From an optimization exercise on the open Yosys and OpenROAD flow, aimed at small area and a short achievable clock period; shortcuts taken in it are not production practice.
In this exercise RTL edits were held to simulation tests only and were not proved equivalent to the original.
The clock port is modelled as an ideal driver; clocking choices that lean on that would not hold on a real chip.
No activity file was given, so power comes from the tool's default toggle rates.

Setup of JK:
==> flow/design.v (excerpt) <==
module CPU_Top #(
    parameter ADDR_WIDTH = 32,
    parameter DAT_WIDTH = 32
) (
    input   clk,
    input   rst_n,
    output  [ADDR_WIDTH - 1 : 0]    im_PC_o,
    output  [ADDR_WIDTH - 1 : 0]    im_next_PC_o,
    input   [ADDR_WIDTH - 1 : 0]    im_wdata_i,
    output  [4 : 0]                 rs1_o,
    output  [4 : 0]                 rs2_o,
    output  [4 : 0]                 rd_o,
    output  [ADDR_WIDTH - 1 : 0]    ALU_o,
    output  [ADDR_WIDTH - 1 : 0]    memory_data_o,
    output  [ADDR_WIDTH - 1 : 0]    store_data_o
);
Size in the first run: about 12,000 cells after synthesis, roughly 210 I/O pins, about 0.13 mm^2 of cells after synthesis.
export LEC_CHECK = 0
export ABC_CLOCK_PERIOD_IN_PS = 3000
export CAP_MARGIN = 20
export CORE_MARGIN = 2
export CORE_UTILIZATION = 65
export PLACE_DENSITY = 0.72
export SLEW_MARGIN = 20
export SYNTH_HIERARCHICAL = 1
export SYNTH_MINIMUM_KEEP_SIZE = 0
create_clock -name core_clock -period 20.0 [get_ports {clk}]
standard.sh (not shown) runs the stock make flow with config.mk's settings and CLKGATE_MAP_FILE= SYNTH_SCRIPT=/design/flow/synth_recipe.tcl, a recipe that flattens the netlist after the stock synthesis.
==> flow/flow/run.sh <==
#!/bin/bash
# Layout flow: the standard synthesis unchanged, then the ORFS stages
# with these changes:
# - combinational cells set to their smallest size before floorplanning
#   (flow/downsize.tcl); repair_design and the sizing below grow them back
#   where timing needs it;
# - a lighter clock tree (no dummy loads, larger sink clusters);
# - ORFS's setup repair left at its default margin, and instead a greedy
#   sizing of the worst paths (flow/gsize.tcl) after CTS (flow/post_cts.tcl).
# Each stage's output goes to its own log file here; ORFS's own logs stay
# under orfs/logs.
set -euo pipefail
export FLOW_FLOW_DIR=$PWD/flow
export FLOW_GS_ITER=${FLOW_GS_ITER:-800}
bash standard.sh synth > log_1_synth.txt 2>&1
EXTRA=(
  MATCH_CELL_FOOTPRINT=0
  "PRE_FLOORPLAN_TCL=$PWD/flow/downsize.tcl"
  "POST_CTS_TCL=$PWD/flow/post_cts.tcl"
  "BUFFER_PORTS_ARGS=-buffer_cell sky130_fd_sc_hd__buf_4"
  "CTS_ARGS=-sink_clustering_enable -repair_clock_nets -dont_use_dummy_load -sink_clustering_size 25 -sink_clustering_max_diameter 100"
)
STAGES=${FLOW_STAGES:-floorplan place cts route finish}
n=2
for s in $STAGES; do
  bash standard.sh "${EXTRA[@]}" $s > log_${n}_$s.txt 2>&1
  n=$((n+1))
done
Other scripts of this flow, unchanged in this note and not shown: flow/flow/downsize.tcl, flow/flow/gsize.tcl, flow/flow/post_cts.tcl
[inputs] MS vs JK
-- flow/design.v --
<<< JK, line 107
assign y = s1 ? (s0 ? d3 : d2) : (s0 ? d1 : d0);
endmodule
module cpu_mux4_dup (input d0, d1, d2, d3, s0, s1, output y);
assign y = s1 ? (s0 ? d3 : d2) : (s0 ? d1 : d0);
endmodule
module cpu_mux2_dup (input d0, d1, s, output y);
assign y = s ? d1 : d0;
endmodule
module cpu_hold (input we, nwe, d, q, output y);
assign y = (we & d) | (nwe & q);
>>> MS, line 107
assign y = s1 ? (s0 ? d3 : d2) : (s0 ? d1 : d0);
endmodule
module cpu_hold (input we, nwe, d, q, output y);
assign y = (we & d) | (nwe & q);
<<< JK, line 169
    output        y2
);
wire [31:0] n;
wire [7:0]  o;
wire [2:0]  m;
wire        tn;
genvar k;
generate
    for (k = 0; k < 32; k++) begin : g_a
        cpu_aoi22 u (.a0(sel[2*k]), .b0(d[2*k]), .a1(sel[2*k+1]), .b1(d[2*k+1]), .y(n[k]));
    end
    for (k = 0; k < 8; k++) begin : g_o
        cpu_nand4 u (.a(n[4*k]), .b(n[4*k+1]), .c(n[4*k+2]), .d(n[4*k+3]), .y(o[k]));
    end
>>> MS, line 163
    output        y2
);
wire [21:0] n;
wire [5:0]  o;
wire [1:0]  m;
wire        tn;
genvar k;
generate
    for (k = 0; k < 21; k++) begin : g_a
        cpu_aoi222 u (.a0(sel[3*k]), .b0(d[3*k]), .a1(sel[3*k+1]), .b1(d[3*k+1]),
                      .a2(sel[3*k+2]), .b2(d[3*k+2]), .y(n[k]));
    end
    for (k = 0; k < 5; k++) begin : g_o
        cpu_nand4 u (.a(n[4*k]), .b(n[4*k+1]), .c(n[4*k+2]), .d(n[4*k+3]), .y(o[k]));
    end
<<< JK, line 195
    end
endgenerate
cpu_nor3 u_m0 (.a(o[0]), .b(o[1]), .c(o[2]), .y(m[0]));
cpu_nor3 u_m1 (.a(o[3]), .b(o[4]), .c(o[5]), .y(m[1]));
cpu_nor2 u_m2 (.a(o[6]), .b(o[7]), .y(m[2]));
cpu_nand4     u_y  (.a(m[0]), .b(m[1]), .c(m[2]), .d(tn), .y(y));
cpu_nand4_dup u_y2 (.a(m[0]), .b(m[1]), .c(m[2]), .d(tn), .y(y2));
endmodule
module CPU_Top #(
>>> MS, line 190
    end
endgenerate
cpu_nand2 u_l  (.a(sel[63]), .b(d[63]), .y(n[21]));
cpu_nand2 u_o5 (.a(n[20]), .b(n[21]), .y(o[5]));
cpu_nor3 u_m0 (.a(o[0]), .b(o[1]), .c(o[2]), .y(m[0]));
cpu_nor3 u_m1 (.a(o[3]), .b(o[4]), .c(o[5]), .y(m[1]));
cpu_nand3     u_y  (.a(m[0]), .b(m[1]), .c(tn), .y(y));
cpu_nand3_dup u_y2 (.a(m[0]), .b(m[1]), .c(tn), .y(y2));
endmodule
module CPU_Top #(
<<< JK, line 394
                end
end
wire [3:0] lt_a [0:5];
wire [3:0] lt_b [0:5];
generate
    for (gi = 0; gi < 6; gi++) begin : g_lt
>>> MS, line 390
                end
end
wire [3:0] lt [0:5];
generate
    for (gi = 0; gi < 6; gi++) begin : g_lt
<<< JK, line 401
            if (gi == 0) begin : g_0
                if (gb < 2) begin : g_u
                    cpu_mux2     ua (.d0(lt_d[0][2*gb][0]), .d1(lt_d[0][2*gb][2]), .s(la[0]), .y(lt_a[0][2*gb]));
                    cpu_mux2_dup ub (.d0(lt_d[0][2*gb][0]), .d1(lt_d[0][2*gb][2]), .s(la[0]), .y(lt_b[0][2*gb]));
                end
            end else begin : g_n
                cpu_mux4     ua (.d0(lt_d[gi][gb][0]), .d1(lt_d[gi][gb][1]), .d2(lt_d[gi][gb][2]),
                                 .d3(lt_d[gi][gb][3]), .s0(la[gi-1]), .s1(la[gi]), .y(lt_a[gi][gb]));
                cpu_mux4_dup ub (.d0(lt_d[gi][gb][0]), .d1(lt_d[gi][gb][1]), .d2(lt_d[gi][gb][2]),
                                 .d3(lt_d[gi][gb][3]), .s0(la[gi-1]), .s1(la[gi]), .y(lt_b[gi][gb]));
            end
        end
>>> MS, line 396
            if (gi == 0) begin : g_0
                if (gb < 2) begin : g_u
                    cpu_mux2 u (.d0(lt_d[0][2*gb][0]), .d1(lt_d[0][2*gb][2]), .s(la[0]), .y(lt[0][2*gb]));
                end
            end else begin : g_n
                cpu_mux4 u (.d0(lt_d[gi][gb][0]), .d1(lt_d[gi][gb][1]), .d2(lt_d[gi][gb][2]),
                            .d3(lt_d[gi][gb][3]), .s0(la[gi-1]), .s1(la[gi]), .y(lt[gi][gb]));
            end
        end
<<< JK, line 418
generate
    for (gi = 0; gi < 64; gi++) begin : g_sel
        wire [3:0] lt [0:5];
        for (gb = 0; gb < 6; gb++) begin : g_c
            assign lt[gb] = (gi < 32) ? lt_a[gb] : lt_b[gb];
        end
        wire a, b;
        cpu_nand4 ua (.a(lt[0][{gi[0], 1'b0}]), .b(lt[1][{gi[1], gi[0]}]),
>>> MS, line 410
generate
    for (gi = 0; gi < 64; gi++) begin : g_sel
        wire a, b;
        cpu_nand4 ua (.a(lt[0][{gi[0], 1'b0}]), .b(lt[1][{gi[1], gi[0]}]),
==> summary.txt <==
Changes observed in MS relative to JK: standby leakage power decreased 0.00030 uW, design area decreased 0.0027 mm^2.
Compared with JK, in MS total power fell 160 uW, gate count after technology mapping now sits lower.
Achievable clock frequency in MS vs JK: down 1.0%
Looking at clock network power share, MS sits 0.5 points higher than JK does.
MS ended up with a lower switching share of power than JK did.
JK: done, clean on timing, DRC and antenna
MS finished every stage and its layout cleared the timing, design-rule and antenna checks.
[MS] routed wire length rose 0.30% relative to JK
Worst reg-to-reg setup slack for MS: 1.17 ns down relative to JK

-- re-timing with driven ports --
In the flow no input, the clock included, has a driving cell. The finished layouts below were timed again as built, in two steps.
Step 1, drivers: a clkbuf_16 drives clk and a buf_2 each remaining input, both assumed.
Step 2 times the ports against the registers' clock, not the clock port: input delays grow and output delays shrink by t, the midpoint of the rising clock arrivals with the driver on.
Slacks: ideal ports / drivers / drivers and shift; pairs: ideal ports / drivers.
run | shift t [ns] | setup slack, ns | worst register clock-pin slew, ns
JK | 0.932 | 6.299 / 6.232 / 6.232 | 0.11 / 0.11
MS | 0.981 | 6.158 / 6.097 / 6.097 | 0.10 / 0.10
After both steps every run listed still meets setup and hold. For JK, which loses most, drivers alone change the setup slack by -0.067 ns; drivers and shift together by -0.067 ns.
